This design comes from an exercise in tuning for small area, a short achievable clock period and few clock cycles on the open sky130 flow, not from production work. For this run, only the layout was checked, not whether the RTL still works. Power figures rest on the tool's default switching activity, not on a simulated workload.

`constraint.sdc`:
```
create_clock -name core_clock -period 4.5 [get_ports {wb_clk_i}]
set_input_delay 0.9000 -clock core_clock [delete_from_list [all_inputs] [get_ports {wb_clk_i}]]
set_output_delay 0.9000 -clock core_clock [all_outputs]
set_load 0.01 [all_outputs]
```
`design.v`:
```
`default_nettype none
module sdram_controller (
    input  wire        clk,
    input  wire        rst,
    input  wire        req,
    input  wire        we,
    input  wire [3:0]  sel,
    input  wire [22:0] adr,
    input  wire [31:0] dat_i,
    output wire        ack,
    output wire [31:0] dat_o,
    output wire        sdram_cke,
    output wire        sdram_cs_n,
    output wire        sdram_ras_n,
    output wire        sdram_cas_n,
    output wire        sdram_we_n,
    output wire [3:0]  sdram_dqm,
    output wire [1:0]  sdram_ba,
    output wire [12:0] sdram_a,
    input  wire [31:0] sdram_dqi,
    output wire [31:0] sdram_dqo
);
    localparam [3:0] CMD_NOP       = 4'b0111;
    localparam [3:0] CMD_ACTIVE    = 4'b0011;
    localparam [3:0] CMD_READ      = 4'b0101;
    localparam [3:0] CMD_WRITE     = 4'b0100;
    localparam [3:0] CMD_PRECHARGE = 4'b0010;
    localparam [3:0] CMD_REFRESH   = 4'b0001;
    localparam [9:0] REF_AT = 10'd760;
    reg  [3:0]  cmd_q;
    reg  [1:0]  ba_q;
    reg  [12:0] a_q;
    reg  [3:0]  open_q;
    reg  [10:0] row_q [0:3];
    reg  [2:0]  tl_q;            
    reg  [1:0]  lb_q;            
    reg  [9:0]  rcnt_q;          
    reg         rreq_q;
    reg         av_q;
    reg  [11:0] atag_q;
    reg         ack_q;                      
    reg         dir_q, spec_q, rdack_q;     
    reg         rpend_q;                    
    reg         eon_q;
    reg  [11:0] p0_q, p1_q;                 
    reg  [5:0]  d0_q, d1_q;                 
    reg  [11:0] h1n_q;                      
    reg  [9:0]  h2n_q;                      
    reg         hseq_q;                     
    reg  [1:0]  hcnt_q;
    integer i;
    wire rq = req & ~ack_q;
    wire rd = rq & ~we;
    wire wr = rq & we;
    wire [1:0]  xb = adr[13:12];
    wire [10:0] xr = {adr[1:0], adr[22:14]};
    wire [1:0]  pb = p0_q[11:10];
    wire last_act = (cmd_q == CMD_ACTIVE);
    wire last_pre = (cmd_q == CMD_PRECHARGE);
    wire pins_free = (cmd_q == CMD_NOP) | (cmd_q == CMD_READ);
    reg [3:0] rw_ok, wr_ok, pre_ok, act_ok, row_hit_x;
    reg       all_pre_ok, ref_ok;
    always @* begin
        all_pre_ok = 1'b1;
        ref_ok = ~last_pre & ~(|open_q);
        for (i = 0; i < 4; i = i + 1) begin
            rw_ok[i]  = open_q[i] & ((lb_q != i) | (tl_q >= 3'd2));
            wr_ok[i]  = open_q[i] & ((lb_q != i) | (tl_q >= 3'd3));
            pre_ok[i] = (tl_q == 3'd5);
            act_ok[i] = ~last_pre & ~last_act & (|rcnt_q[9:3]);
            row_hit_x[i] = (row_q[i] == xr);
            if (open_q[i] && tl_q != 3'd5)
                all_pre_ok = 1'b0;
        end
    end
    wire x_rowok = open_q[xb] & row_hit_x[xb];
    wire hit_a   = av_q & (adr[13:2] == atag_q) & row_hit_x[xb];
    wire on_way  = (cmd_q == CMD_READ) & (adr[13:2] == {ba_q, a_q[9:0]}) & row_hit_x[xb];
    wire x_go    = rw_ok[xb] & row_hit_x[xb] & ~rreq_q;
    wire w_go    = wr_ok[xb] & row_hit_x[xb] & ~rreq_q & pins_free;
    wire w_sel   = wr & pins_free;    
    wire wr_acc = wr & w_go;
    wire rd_ack = rd & hit_a;
    wire miss   = rd & ~hit_a & ~rpend_q & ~on_way;
    wire p_go    = eon_q & rw_ok[pb] & ~rreq_q & rd_ack;
    assign ack = ack_q;
    assign dat_o = sdram_dqi;
    reg  [3:0]  cmd_d;
    reg  [1:0]  ba_d;
    reg  [12:0] a_d;
    reg         do_act, do_pre, do_pre_all, do_ref, dir_rd, spec_rd;
    always @* begin
        cmd_d = CMD_NOP;
        ba_d = xb;
        a_d = {3'b000, adr[11:2]};
        do_act = 1'b0;
        do_pre = 1'b0;
        do_pre_all = 1'b0;
        do_ref = 1'b0;
        dir_rd = 1'b0;
        spec_rd = 1'b0;
        if (rreq_q) begin
            a_d[10] = 1'b1;
            if (|open_q) begin
                if (all_pre_ok) begin
                    cmd_d = CMD_PRECHARGE;
                    do_pre_all = 1'b1;
                end
            end else if (ref_ok) begin
                cmd_d = CMD_REFRESH;
                do_ref = 1'b1;
            end
        end else if (wr | miss) begin
            if (x_rowok) begin
                if (rd & x_go) begin
                    cmd_d = CMD_READ;
                    dir_rd = 1'b1;
                end
            end else if (open_q[xb]) begin
                if (pre_ok[xb]) begin
                    cmd_d = CMD_PRECHARGE;
                    do_pre = 1'b1;
                end
            end else if (act_ok[xb]) begin
                cmd_d = CMD_ACTIVE;
                a_d = {2'b00, xr};
                do_act = 1'b1;
            end
        end else if (p_go) begin
            cmd_d = CMD_READ;
            ba_d = pb;
            a_d = {3'b000, p0_q[9:0]};
            spec_rd = 1'b1;
        end
    end
    assign sdram_cke = 1'b1;
    assign sdram_cs_n  = cmd_q[3];
    assign sdram_ras_n = w_sel | cmd_q[2];
    assign sdram_cas_n = w_sel ? ~w_go : cmd_q[1];
    assign sdram_we_n  = w_sel ? ~w_go : cmd_q[0];
    assign sdram_ba = w_sel ? xb : ba_q;
    assign sdram_a = w_sel ? {3'b000, adr[11:2]} : a_q;
    assign sdram_dqo = dat_i;
    assign sdram_dqm = ~sel;
    wire        dual = (hcnt_q == 2'd3) & hseq_q & (adr[11:2] != h1n_q[9:0]);
    wire [5:0]  t_dx = adr[7:2] - h2n_q[5:0] + 6'd1;
    wire [9:0]  t_2x = {adr[10:2], 1'b1} - h2n_q;   
    wire [11:0] t_p0 = dual ? h1n_q : {adr[13:12], adr[11:2] + 10'd1};
    wire [11:0] t_p1 = {adr[13:12], dual ? t_2x : adr[11:2] + 10'd2};
    wire [5:0]  t_d0 = dual ? 6'd1 : 6'd2;
    wire [5:0]  t_d1 = dual ? t_dx[5:0] : 6'd2;
    always @(posedge clk) begin
        if (rst) begin
            cmd_q <= CMD_NOP;
            open_q <= 4'd0;
            tl_q <= 3'd5;
            rcnt_q <= 10'd0;
            rreq_q <= 1'b0;
            av_q <= 1'b0;
            ack_q <= 1'b0;
            dir_q <= 1'b0;
            spec_q <= 1'b0;
            rdack_q <= 1'b0;
            rpend_q <= 1'b0;
            eon_q <= 1'b0;
            hcnt_q <= 2'd0;
        end else begin
            cmd_q <= cmd_d;
            if (tl_q != 3'd5) tl_q <= tl_q + 3'd1;
            if (do_act) begin
                open_q[xb] <= 1'b1;
                tl_q <= 3'd1;
                lb_q <= xb;
            end
            if (do_pre)
                open_q[xb] <= 1'b0;
            if (do_pre_all)
                open_q <= 4'd0;
            if (do_ref) begin
                rcnt_q <= 10'd0;
                rreq_q <= 1'b0;
            end else begin
                rcnt_q <= rcnt_q + 10'd1;
                if (rcnt_q == REF_AT)
                    rreq_q <= 1'b1;
            end
            av_q <= (cmd_q == CMD_READ) & ~w_sel;
            ack_q <= rd_ack | wr_acc;
            dir_q <= dir_rd;
            spec_q <= spec_rd;
            rdack_q <= rd_ack;
            rpend_q <= (rpend_q | dir_rd) & ~rd_ack & ~wr_acc;
            if (wr_acc) begin
                eon_q <= 1'b0;
                hcnt_q <= 2'd0;
            end else if (dir_rd)
                eon_q <= 1'b1;
            if (rdack_q && hcnt_q != 2'd3)
                hcnt_q <= hcnt_q + 2'd1;
        end
        ba_q <= ba_d;
        a_q <= a_d;
        if (do_act)
            row_q[xb] <= xr;
        atag_q <= {ba_q, a_q[9:0]};
        if (dir_q) begin
            p0_q <= t_p0;
            p1_q <= t_p1;
            d0_q <= t_d0;
            d1_q <= t_d1;
        end else if (spec_q) begin
            p0_q <= p1_q;
            p1_q <= {p0_q[11:10], p0_q[9:0] + {4'd0, d0_q}};
            d0_q <= d1_q;
            d1_q <= d0_q;
        end
        if (rdack_q) begin
            h1n_q <= {adr[13:12], adr[11:2] + 10'd1};
            h2n_q <= h1n_q[9:0];
            hseq_q <= (adr[11:2] == h2n_q);
        end
    end
endmodule
`default_nettype wire
`default_nettype none
module user_proj_sdram (
    input  wire        wb_clk_i,
    input  wire        wb_rst_i,
    input  wire        wbs_stb_i,
    input  wire        wbs_cyc_i,
    input  wire        wbs_we_i,
    input  wire [3:0]  wbs_sel_i,
    input  wire [31:0] wbs_dat_i,
    input  wire [31:0] wbs_adr_i,
    output wire        wbs_ack_o,
    output wire [31:0] wbs_dat_o,
    output wire        sdram_cke,
    output wire        sdram_cs_n,
    output wire        sdram_ras_n,
    output wire        sdram_cas_n,
    output wire        sdram_we_n,
    output wire [3:0]  sdram_dqm,
    output wire [1:0]  sdram_ba,
    output wire [12:0] sdram_a,
    input  wire [31:0] sdram_dqi,
    output wire [31:0] sdram_dqo
);
    sdram_controller u_ctrl (
        .clk      (wb_clk_i),
        .rst      (wb_rst_i),
        .req      (wbs_stb_i & wbs_cyc_i),
        .we       (wbs_we_i),
        .sel      (wbs_sel_i),
        .adr      (wbs_adr_i[22:0]),
        .dat_i    (wbs_dat_i),
        .ack      (wbs_ack_o),
        .dat_o    (wbs_dat_o),
        .sdram_cke(sdram_cke),
        .sdram_cs_n(sdram_cs_n),
        .sdram_ras_n(sdram_ras_n),
        .sdram_cas_n(sdram_cas_n),
        .sdram_we_n(sdram_we_n),
        .sdram_dqm(sdram_dqm),
        .sdram_ba (sdram_ba),
        .sdram_a  (sdram_a),
        .sdram_dqi(sdram_dqi),
        .sdram_dqo(sdram_dqo)
    );
endmodule
`default_nettype wire
```
`standard.sh`:
```
#!/bin/bash
# synth_recipe.tcl (not shown) runs the flow's synth.tcl, then flattens the netlist and writes it again
# the make line also repeats each setting of config.mk as NAME=value (left out here)
make -C /OpenROAD-flow-scripts/flow DESIGN_CONFIG=/design/flow/config.mk WORK_HOME=/design/flow/orfs CLKGATE_MAP_FILE= SYNTH_SCRIPT=/design/flow/synth_recipe.tcl "${@:-finish}"
```
`flow/run.sh`:
```
#!/bin/bash
# Standard layout, with the smallest buffer on the ports (buffer_ports
# otherwise picks clkdlybuf4s50_1); timing repair still sizes them up where
# needed. Each tool writes its own log under orfs/logs; make's output goes
# to flow_make.log.
set -euo pipefail
export BUFFER_PORTS_ARGS="-buffer_cell sky130_fd_sc_hd__buf_1"
bash standard.sh > flow_make.log 2>&1
```
`config.mk`:
```
export PLATFORM = sky130hd
export DESIGN_NAME = user_proj_sdram
export DESIGN_NICKNAME = user_proj_sdram
export VERILOG_FILES = /design/flow/design.v
export SDC_FILE = /design/flow/constraint.sdc
export NUM_CORES = 4
export LEC_CHECK = 0
export ABC_AREA = 1
export CAP_MARGIN = 20
export CORE_MARGIN = 2
export CORE_UTILIZATION = 40
export SETUP_SLACK_MARGIN = 2.0
export SLEW_MARGIN = 20
```
==> results.txt <==
metal layers:
| metal | share of wire | up-vias | global-route usage |
|---|---|---|---|
| met5 | 0 | - | 0 |
| met4 | 0.022 | 0 | 0.0768 |
| met3 | 0.055 | 39 | 0.0400 |
| met2 | 0.48 | 239 | 0.330 |
| met1 | 0.44 | 3545 | 0.257 |
| li1 | - | 3715 | - |
cell usage after synthesis, types with 4 or more instances:
cell type and number:
nand3_1 51, clkbuf_1 14, a31oi_1 4, buf_2 15, nor3_1 16, nand2_1 255, inv_2 6, xnor2_1 41
nor2_1 93, nand2_2 4, nor4_1 6, o211ai_1 12, a21oi_1 39, o21ai_1 4, buf_4 72, ha_1 31
dfxtp_1 55, nand4_1 20, edfxtp_1 105, buf_6 7, xor2_1 42, o21ai_0 60, o22ai_1 7, inv_1 124
state kept, by name, summed over array words and instances, names as in the netlist, 2 cells and up:
register,count
u_ctrl.cmd_q,3
u_ctrl.lb_q,2
u_ctrl.open_q,4
u_ctrl.d1_q,6
u_ctrl.hcnt_q,2
u_ctrl.ba_q,2
u_ctrl.tl_q,3
u_ctrl.p0_q,12
u_ctrl.d0_q,6
u_ctrl.atag_q,12
u_ctrl.h1n_q,12
u_ctrl.rcnt_q,10
u_ctrl.p1_q,12
u_ctrl.a_q,11
u_ctrl.row_q,44
u_ctrl.h2n_q,10
placed cells by master, fill, tap and decap left out, types with 7 or more instances in the layout:
master	n
o21ai_2	7
edfxtp_1	105
xor2_1	42
buf_12	7
xnor2_2	24
a21oi_1	37
nand4_1	20
buf_4	61
inv_4	9
ha_1	26
o22ai_1	7
o21ai_4	11
inv_2	11
nor3_1	12
nand3_1	49
buf_1	18
o211ai_1	12
xnor2_1	16
dfxtp_1	53
o21ai_0	41
nand2_2	20
nand2_1	232
clkbuf_16	19
o21ai_1	8
buf_6	28
inv_1	105
nor2_2	8
nor2_1	82
nand2_4	10
kinds of logic after synthesis:
group           after synthesis
simple gates                462
buf+inv                     242
flops                       160
compound gates              142
xor+xnor                     83
fa+ha+maj                    34
other cells                   2
what timing repair did:
item | CTS | global route
resized for setup | 168 | 61
setup buffers | 41 | 17
cloned | 3 | 2
setup endpoints to repair | 114 | 93
pin swaps | 42 | 36
critical path: stages:
cell and delay [ns]:
buf_12 0.12, xnor2_2 0.16, nand2_1 0.07, nor2_1 0.12, nand3_1 0.11, nand2_1 0.08, nand2_2 0.08, nor2_4 0.14
nand2_2 0.07, nand2_2 0.08, o21ai_2 0.05, buf_2 0.13
worst max-delay path by stage:
stage / from / endpoint / cells after the start
final: wbs_adr_i[20] / sdram_cas_n / 12
after global routing: wbs_adr_i[21] / sdram_cas_n / 14
after CTS: wbs_adr_i[18] / sdram_cas_n / 12
after detailed placement: wbs_adr_i[20] / sdram_we_n / 12
after global placement: wbs_adr_i[2] / u_ctrl.d1_q[1] / 11
after floorplan: wbs_adr_i[15] / sdram_cas_n / 11
metrics by stage:
step	util	area, um2	worst slack, ns	hold slack, ns	total power, mW
4_1_cts	0.479	11200	1.52	0.369	3.51
3_5_place_dp	0.415	9710	0.906	0.358	2.02
5_1_grt	0.496	11600	1.40	0.377	3.65
3_3_place_gp	0.415	9700	0.516	0.360	2.01
2_1_floorplan	-	9840	1.73	0.351	1.99
6_report	0.496	11600	1.50	0.369	3.52
layout make-up:
| type | count | area share |
|---|---|---|
| Inverter | 133 | 0.0492 |
| Timing Repair inverter | 3 | 0.00248 |
| Multi-Input combinational cell | 726 | 0.402 |
| Tap cell | 319 | 0.0344 |
| Timing Repair Buffer | 129 | 0.0980 |
| Sequential cell | 160 | 0.367 |
| Clock buffer | 19 | 0.0391 |
| Clock inverter | 13 | 0.00840 |
report_power, final:
group	internal (mW)	leakage (nW)	total, mW	switching [mW]
Combinational	0.231	3.24	0.516	0.285
Clock	0.749	0.279	1.39	0.645
Sequential	1.59	1.40	1.61	0.0260
==> results.txt <==
* Outcome: no timing/DRC/antenna violations
* Number of clock sinks at 160
* Setup violations, final at 0
* Effective utilization at floorplan at 0.406
* Largest area contributor in the netlist: edfxtp_1
* Fraction of registers with async set or reset after synthesis at 0
* Filler instances at 2242
* Core region area at 0.0234 mm2
* Share of final-layout standard cells stronger than drive strength 1 at 0.246
* Maximum clock frequency at 333 MHz
* Number of buffers created by CTS at 17
* Minimum period implied by the final worst setup slack at 3.00 ns
* Setup Skew at 0.0122 ns
* Normalized max-slew margin at 0.364
* Clock transition time at the flip-flop clock pins of the worst setup and hold paths at 0.06 ns
* Instance count of the mapped netlist at 1125
* Synthesized cell area at 0.00949 mm2
* Detail Placement HPWL at 16.5 mm
* Post-route fraction of the period consumed by the critical path at 0.667
* Number of enable-type register cells in the synthesized netlist at 105
* Vias in the first global route at 7259
* Number of ports placed on the die boundary at 194
* Final routed wirelength across all metal layers at 24.6 mm
* Fraction of the mapped netlist area in adder cells at 0.0472
* Area growth from synthesis to final layout at 22.3%
* Arrival @ worst endpoint at 2.10 ns
* Worst setup slack for register-to-register paths at 2.17 ns
* Static leakage at 4.92 nW
* Maximum buffer depth of the clock tree at 2
* Detailed-route vias per instance at 5.02
* Nets@finish at 1309
* Count of yosys warnings during synthesis at 1
* Sequential fraction of the synthesis area at 0.448
* Post-Synth XOR/XNOR Area at 0.0766
* Maximum vdd ir drop at 0.188 mV
* Total DRC errors in the routed layout at 0
* Number of cells in the finished layout apart from fillers at 1502
* CTS tree: done
* Die Area at 0.0250 mm2
* Largest fanout on the critical path at 5
* Worst hold path stage count at 0
* Cell depth of the worst flop-to-flop path at 10
* Total via count after detailed routing at 7538
* CP startpoint kind: input pin
* Simple-Gate Fraction of Synth Area at 0.209
* GR Overflow Total at 0
* Proportion of synthesized area in mux cells at 0
* CP endpoint kind: primary output
* Startpoint of the most critical register-to-register path: u_ctrl.p0_q[2]
* Count of state elements after synthesis at 160
* Count of different cell masters after synthesis at 49
* Residual antenna-violating net count after detailed routing at 0
* Global-route wire length before repair at 38.0 mm
* Dominant combinational cell family by area after synthesis: simple AND/OR/NAND/NOR gates
* Total area of sequential cells at 0.00426 mm2
* Max Slew Vio Count at 0
* Diodes inserted at 0
* Max-cap viol count at 0
* Final setup TNS at 0 ns
* Power density cells at 303 mW/mm2
* Cell types with the largest area share after synthesis: edfxtp_1 33%, dfxtp_1 12%, nand2_1 10%
* Final hold violation count at 0
* Area share of the leading cell type in the synthesized netlist at 0.332
* Average footprint of a synthesized cell at 8.44 um2
* Clock latency on the worst-skew pair at 0.43 ns
* Worst min path class: flip-flop to flip-flop
* RD Place Congestion at 0.924
* Routed wirelength normalized by instance count at 16.4 um
* Hold buffer count at CTS at 0
* Number of buffer cells added on primary ports at 52
* Endpoint of the most critical register-to-register path: u_ctrl.p1_q[7]
* H-tree depth at 4
* Placed Instances at 1407
* Detailed-routing iteration count for the pre-antenna-repair pass at 5
* Compound-gate portion of the synthesized area at 0.0865
* Data required time at the worst endpoint at 3.60 ns
* Total number of placement rows at 56
* Initial antenna violation count at 0
* Worst min-delay path startpoint: u_ctrl.a_q[7]
* Dominant register cell in the synthesized netlist: edfxtp_1
* Transition time at the pin with the least slew margin at 0.954 ns
* Classification of the worst setup path: input pin to primary output
* First DRT Iteration DRCs at 561
* Die boundary height at 158 um
* Area used by multi-input combinational logic at 0.00467 mm2
* Overall routing resource usage at 0.199
* Endpoint of the worst hold path: u_ctrl.atag_q[7]
* Clock root cell: clkbuf_16
* RSZ-0062 raised after global routing: true
* Floorplan die width at 158 um
* Pin count of the biggest net entering global routing at 37

## afterwards: timing with drivers on the ports
The flow's constraints put no driver on any port. The routed layout listed below was extracted and timed again, unchanged, in two steps. Step 1 assumes that a clkbuf_16 drives the clock port and a buf_2 every other input. Step 2 moves the port delays by t, midway between the first and last clock arrival at a register: inputs arrive t later, outputs are due t later. That takes back most of the time a late clock gives input paths. a / b / c = ideal / step 1 / step 2; a / b = the first two.
shift t [ns]: 0.473
setup slack, ns: 1.499 / 1.411 / 1.411
clock arrival spread, ns: 0.013 / 0.012
After both steps setup and hold are still met in this run. For this run, drivers alone change the setup slack by -0.088 ns; drivers and shift together by -0.088 ns.
